This design comes from an exercise in tuning for small area on the open sky130 flow, not from production work. Function was checked by simulation only, so behaviour that the tests miss may differ from the original. The clock input has no modelled driver; a real chip could not lean on it and would need a root buffer or a full tree. Power is estimated from default activity; no workload was simulated.

## red
==> flow/design.v <==
module vga_generator(
	input				clk,
	input				reset_n,
	input		[3:0]		mode,
	input		[15:0]		pongbar1_y_input,
	input		[15:0]		pongbar2_y_input,
	input		[15:0]		bal_x_input,
	input		[15:0]		bal_y_input,
	output	reg			vga_hs,
	output				vga_vs,
	output	reg			vga_de,
	output		[7:0]		vga_r,
	output		[7:0]		vga_g,
	output		[7:0]		vga_b
);
wire m4 = mode[3] | mode[2];
wire m0 = !m4 && mode[1:0] == 2'd0;
wire m1 = !m4 && mode[1:0] == 2'd1;
wire m2 = !m4 && mode[1:0] == 2'd2;
wire m3 = !m4 && mode[1:0] == 2'd3;
reg  [11:0] U0;
reg  [10:0] Y0;
always @(*)
begin
	case ({m4, mode[1:0]})
		3'd0:    begin U0 = 12'd3953; Y0 = 11'd2012; end
		3'd1:    begin U0 = 12'd3975; Y0 = 11'd2011; end
		3'd2:    begin U0 = 12'd3801; Y0 = 11'd2012; end
		3'd3:    begin U0 = 12'd3737; Y0 = 11'd2006; end
		default: begin U0 = 12'd3905; Y0 = 11'd2006; end
	endcase
end
reg  [11:0] hx;
reg  [10:0] vy;
reg         lit;
wire [11:0] h = hx;
wire [10:0] v = vy;
wire h_up = h[11];
wire v_up = v[10] & v[9];
wire h_sync_up =
	(m0 && h[7] && h[6] && (h[5] || h[4])) ||
	(m1 && h[6] && (h[5] || h[4] || h[3] || h[2])) ||
	(m2 && h[8] && (h[7] || (h[6] && h[5]))) ||
	(m3 && h[8] && (h[7] || h[6] || h[5] || h[4] || h[3])) ||
	(m4 && (h[7] || (h[6] && h[5] && (h[4] || (h[3] && h[2])))));
wire v_sync_up =
	(m0 && (v[5] || v[1])) ||
	(m1 && v[5] && (v[4] || v[3] || v[2] || v[1] || v[0])) ||
	(m2 && v[5] && (v[4] || v[3] || v[2] || v[1])) ||
	(m3 && (v[5] || (v[3] && (v[2] || v[1] || v[0])))) ||
	(m4 && (v[5] || (v[3] && (v[2] || (v[1] && v[0])))));
wire h_past =
	(m0 && h[9] && h[7]) ||
	(m1 && h[9] && h[7] && h[6] && (h[5] || h[4])) ||
	(m2 && h[10]) ||
	(m3 && h[10] && h[8]) ||
	(m4 && h[10] && h[9] && h[8] && h[7]);
wire v_past =
	((m0 || m1) && v[8] && v[7] && v[6] && (v[5] || (v[4] && v[3] && v[2] && v[1] && v[0]))) ||
	(m2 && v[9] && (v[8] || &v[7:0])) ||
	(m3 && &v[9:0]) ||
	(m4 && v[10] && v[5] && v[4] && (v[3] || (v[2] && v[1] && v[0])));
wire h_wrap = !h_up && h_past && (
	(m0 && h[4]) ||
	(m1 && h[5]) ||
	(m2 && h[4] && h[3]) ||
	(m3 && h[5] && h[4]) ||
	(m4 && h[6] && h[4] && h[3]));
wire v_wrap = !v_up && v_past && (
	(m0 && v[5] && v[3]) ||
	(m1 && v[5] && v[2] && v[1] && v[0]) ||
	(m2 && v[8] && v[0]) ||
	m3 ||
	(m4 && v[3] && v[1]));
wire v_first = &v[5:0];
wire [12:0] hc;
wire [11:0] hx_inc;
wire [11:0] vc;
wire [10:0] vy_inc;
assign hc[0] = 1'b1;
assign vc[0] = h_wrap;
genvar k;
generate
	for (k = 0; k < 12; k = k + 1) begin : g_hinc
		assign hx_inc[k] = hx[k] ^ hc[k];
		assign hc[k+1] = hx[k] & hc[k];
	end
	for (k = 0; k < 11; k = k + 1) begin : g_vinc
		assign vy_inc[k] = vy[k] ^ vc[k];
		if (k < 10) begin : g_c
			assign vc[k+1] = vy[k] & vc[k];
		end
	end
endgenerate
always @(posedge clk)
begin
	if (!reset_n || h_wrap)
		hx <= U0;
	else
		hx <= hx_inc;
	if (!reset_n || (h_wrap && v_wrap))
		vy <= Y0;
	else
		vy <= vy_inc;
end
wire hs_next = h_up ? h_sync_up : !h_wrap;
reg  first_line;
assign vga_vs = first_line || !v_up || v_sync_up;
wire de_next = !h_up && !h_past && (v_up ? v_first : !v_past);
always @(posedge clk or negedge reset_n)
	if (!reset_n)
	begin
		vga_hs <= 1'b1;
		first_line <= 1'b1;
		vga_de <= 1'b0;
	end
	else
	begin
		vga_hs <= hs_next;
		if (h_wrap)
			first_line <= 1'b0;
		vga_de <= de_next;
	end
wire [10:0] x = hx[10:0];
wire [8:0]  y = v_up ? 9'd0 : vy[8:0];
wire        left_col = x[10:4] == 7'd0 && !(x[3] && (x[2] || x[1]));
wire        right_col = x[10:7] == 4'b0100 && x[6] && x[5] && x[4] && (x[3] || (x[2] && x[1]));
wire [8:0]  bar = ({9{left_col}} & pongbar1_y_input[8:0]) | ({9{right_col}} & pongbar2_y_input[8:0]);
wire        bar_on = (left_col && pongbar1_y_input[15:9] == 7'd0) || (right_col && pongbar2_y_input[15:9] == 7'd0);
wire [8:0]  nbar = ~bar;
wire [9:0]  dc;
wire [8:0]  dy;
assign dc[0] = 1'b1;
genvar i;
generate for (i = 0; i < 9; i = i + 1) begin : g_dy
	assign dy[i] = y[i] ^ nbar[i] ^ dc[i];
	assign dc[i+1] = (y[i] & nbar[i]) | (y[i] & dc[i]) | (nbar[i] & dc[i]);
end endgenerate
wire        bar_hit = bar_on && dc[9] && dy[8:6] == 3'd0 && !(dy[5] && (dy[4] || dy[3]));
wire        ball_hit = {5'd0, x} == bal_x_input && {7'd0, y} == bal_y_input;
always @(posedge clk)
	lit <= bar_hit || ball_hit;
assign vga_r = {8{lit}};
assign vga_g = 8'h00;
assign vga_b = lit ? 8'h00 : 8'd125;
endmodule
module pong_vpg(
	input				clk,
	input				reset_n,
	input		[3:0]		mode,
	input		[15:0]		pongbar1_y_input,
	input		[15:0]		pongbar2_y_input,
	input		[15:0]		bal_x_input,
	input		[15:0]		bal_y_input,
	output				vpg_de,
	output				vpg_hs,
	output				vpg_vs,
	output		[7:0]		vpg_r,
	output		[7:0]		vpg_g,
	output		[7:0]		vpg_b
);
vga_generator u_vga_generator (
	.clk(clk),
	.reset_n(reset_n),
	.mode(mode),
	.pongbar1_y_input(pongbar1_y_input),
	.pongbar2_y_input(pongbar2_y_input),
	.bal_x_input(bal_x_input),
	.bal_y_input(bal_y_input),
	.vga_hs(vpg_hs),
	.vga_vs(vpg_vs),
	.vga_de(vpg_de),
	.vga_r(vpg_r),
	.vga_g(vpg_g),
	.vga_b(vpg_b));
endmodule
==> flow/config.mk <==
export PLATFORM = sky130hd
export DESIGN_NAME = pong_vpg
export DESIGN_NICKNAME = pong_vpg
export VERILOG_FILES = /design/flow/design.v
export SDC_FILE = /design/flow/constraint.sdc
export NUM_CORES = 4
export LEC_CHECK = 0
export CAP_MARGIN = 20
export CORE_MARGIN = 2
export CORE_UTILIZATION = 40
export SLEW_MARGIN = 20
==> flow/constraint.sdc <==
create_clock -name core_clock -period 4.5 [get_ports {clk}]
set_input_delay 0.9000 -clock core_clock [delete_from_list [all_inputs] [get_ports {clk}]]
set_output_delay 0.9000 -clock core_clock [all_outputs]
set_load 0.01 [all_outputs]
standard.sh (not shown) runs the stock make flow with config.mk's settings and CLKGATE_MAP_FILE= SYNTH_SCRIPT=/design/flow/synth_recipe.tcl, a recipe that flattens the netlist after the stock synthesis.
==> flow/flow/run.sh <==
#!/bin/bash
# The standard layout (standard.sh) with these changes:
#  - Yosys's technology mapping (abc) runs an area-oriented ABC script,
#    flow/area.abc, instead of ORFS's speed script, and the synthesis
#    skips extract_fa, leaving the adders' gates to ABC; the synthesis is
#    otherwise the standard one, so the registers are the same.
#  - the port buffers that global placement inserts are buf_1 cells.
#  - the outputs that are constant 0 share synthesis's one tie cell
#    (SKIP_REPAIR_TIE_FANOUT).
# Each tool's full output is in the ORFS logs under orfs/logs/; make's
# output is in flow_make.log.
set -euo pipefail
here=$(pwd)
{
	head -n 1 synth_recipe.tcl
	echo "proc extract_fa {args} { }"
	echo "proc abc {args} { set i [lsearch \$args -script]; set args [lreplace \$args \$i [expr {\$i + 1}] -script $here/flow/area.abc]; yosys abc {*}\$args }"
	tail -n +2 synth_recipe.tcl
} > area_synth.tcl
sed "s#SYNTH_SCRIPT=[^ ]*#SYNTH_SCRIPT=$here/area_synth.tcl#" standard.sh > area_standard.sh
grep -q "SYNTH_SCRIPT=$here/area_synth.tcl" area_standard.sh
export BUFFER_PORTS_ARGS="-buffer_cell sky130_fd_sc_hd__buf_1"
export SKIP_REPAIR_TIE_FANOUT=1
bash area_standard.sh > flow_make.log 2>&1
==> flow/flow/area.abc <==
strash
ifraig
dc2
dc2
strash
dch -f
map -a
&get -n
&dch -f
&nf -R 1000 -F 10 -C 32
&put
red: PASS, flow complete, no timing, DRC or antenna violations
Changes in blue relative to red:
diff --git a/flow/flow/run.sh b/flow/flow/run.sh
--- a/flow/flow/run.sh
+++ b/flow/flow/run.sh
@@ -7,4 +7,2 @@
 #  - the port buffers that global placement inserts are buf_1 cells.
-#  - the outputs that are constant 0 share synthesis's one tie cell
-#    (SKIP_REPAIR_TIE_FANOUT).
 # Each tool's full output is in the ORFS logs under orfs/logs/; make's
@@ -22,3 +20,2 @@
 export BUFFER_PORTS_ARGS="-buffer_cell sky130_fd_sc_hd__buf_1"
-export SKIP_REPAIR_TIE_FANOUT=1
 bash area_standard.sh > flow_make.log 2>&1
Findings:
Of blue and red, blue shows the higher utilization, with red below it. Relative to red, share of total power in combinational logic has gone up in blue. When blue is measured against red, its clock period minus worst slack turns out 0.032 ns lower. blue vs red, global-route wire length before repair went up by 420 µm. Diff red..blue | total standard cell area after synthesis | unchanged.
Relative to blue, the following input files were edited for green:
diff --git a/flow/flow/run.sh b/flow/flow/run.sh
--- a/flow/flow/run.sh
+++ b/flow/flow/run.sh
@@ -7,2 +7,8 @@
 #  - the port buffers that global placement inserts are buf_1 cells.
+#  - the outputs that are constant 0 share synthesis's one tie cell
+#    (SKIP_REPAIR_TIE_FANOUT).
+#  - after clock tree synthesis, flow/post_cts.tcl takes the tree's root
+#    buffer out, so the clock port drives the two leaf buffers.
+#  - global placement is not timing-driven (the later repair steps still
+#    fix timing); flow/pre_gpl.tcl removes synthesis's buffers before it.
 # Each tool's full output is in the ORFS logs under orfs/logs/; make's
@@ -20,2 +26,6 @@
 export BUFFER_PORTS_ARGS="-buffer_cell sky130_fd_sc_hd__buf_1"
+export SKIP_REPAIR_TIE_FANOUT=1
+export POST_CTS_TCL=$here/flow/post_cts.tcl
+export GPL_TIMING_DRIVEN=0
+export PRE_GLOBAL_PLACE_TCL=$here/flow/pre_gpl.tcl
 bash area_standard.sh > flow_make.log 2>&1
==> flow/flow/post_cts.tcl (new file) <==
# After clock tree synthesis: the tree is a root buffer driving two leaf
# buffers, which drive the registers. Take the root buffer out, so that the
# clock port drives the two leaf buffers directly (the port still feeds only
# buffers, two of them), and take out the dummy loads CTS adds to balance
# the leaves.
set block [ord::get_db_block]
set root [$block findInst clkbuf_0_clk]
if { $root == "NULL" } {
	utl::error FLW 1 "post_cts.tcl: no root clock buffer clkbuf_0_clk"
}
set in_net [[$root findITerm A] getNet]
set root_net [[$root findITerm X] getNet]
foreach it [$root_net getITerms] {
	set inst [$it getInst]
	if { $inst == $root } { continue }
	if { [string match "clkload*" [$inst getName]] } {
		odb::dbInst_destroy $inst
		continue
	}
	$it disconnect
	$it connect $in_net
}
odb::dbInst_destroy $root
odb::dbNet_destroy $root_net
foreach inst [$block getInsts] {
	if { [string match "clkload*" [$inst getName]] } {
		odb::dbInst_destroy $inst
	}
}
set n 0
foreach it [$in_net getITerms] { incr n }
puts "post_cts.tcl: root clock buffer removed; the clock port drives $n cell pins"
estimate_parasitics -placement
report_clock_skew
report_check_types -max_slew -max_capacitance -max_fanout -violators
==> flow/flow/pre_gpl.tcl (new file) <==
# Global placement runs without its timing-driven mode (GPL_TIMING_DRIVEN 0),
# which is what normally removes synthesis's buffers first; remove them here.
remove_buffers
Findings:
- All of blue and green finish clean.
- green improves on blue in leakage power summed over all cells.
- Relative to blue, the average wire per cell in the routed design of green is lower by about 3%.
- [green] hold slack rose 0.019 ns relative to blue
- Looking at blue and green, the power dissipated in sequential cells is a wash.
- Sequential share of cell area (green over blue): increase, 0.53 points
- Shortest clock period the worst path allows after layout (higher): green
> inputs changed (green -> orange)
diff --git a/flow/flow/run.sh b/flow/flow/run.sh
--- a/flow/flow/run.sh
+++ b/flow/flow/run.sh
@@ -7,6 +7,2 @@
 #  - the port buffers that global placement inserts are buf_1 cells.
-#  - the outputs that are constant 0 share synthesis's one tie cell
-#    (SKIP_REPAIR_TIE_FANOUT).
-#  - after clock tree synthesis, flow/post_cts.tcl takes the tree's root
-#    buffer out, so the clock port drives the two leaf buffers.
 #  - global placement is not timing-driven (the later repair steps still
@@ -26,4 +22,2 @@
 export BUFFER_PORTS_ARGS="-buffer_cell sky130_fd_sc_hd__buf_1"
-export SKIP_REPAIR_TIE_FANOUT=1
-export POST_CTS_TCL=$here/flow/post_cts.tcl
 export GPL_TIMING_DRIVEN=0
removed: flow/flow/post_cts.tcl
--- outcome ---
- Summary of orange over green: routed wire length higher; design area higher; switching share of total power climbed 1.0 points; sequential power shows no meaningful change.
- On orange: transition time at the pin with the least slew margin is 0.036 ns lower than what green gave.
- The setup slack of orange is larger than that of green.
- Count of filler cells inserted in the layout (orange vs. green) decreases slightly

## afterwards: timing with drivers on the ports
The flow's constraints put no driver on any port. The routed layouts listed below were extracted and timed again, unchanged, in two steps.
Step 1 assumes that a clkbuf_16 drives the clock port and a buf_2 every other input.
Step 2, shift: input delay + t, output delay - t, t = (earliest + latest rising clock arrival at the registers) / 2. This alone moves slack from input paths to output paths.
Three values: ideal ports, drivers, drivers and shift; two values: the first two.
| run | t, ns | setup slack, ns | pins driven straight from the clock port |
|---|---|---|---|
| red | 0.298 | 1.072 / 1.069 / 0.781 | 1 |
| blue | 0.295 | 1.104 / 1.093 / 0.817 | 1 |
| green | 0.183 | 0.558 / 0.575 / 0.391 | 2 |
| orange | 0.303 | 0.729 / 0.738 / 0.434 | 1 |
After both steps setup and hold are still met in every run listed. For orange, which loses most, drivers alone change the setup slack by +0.009 ns; drivers and shift together by -0.295 ns.
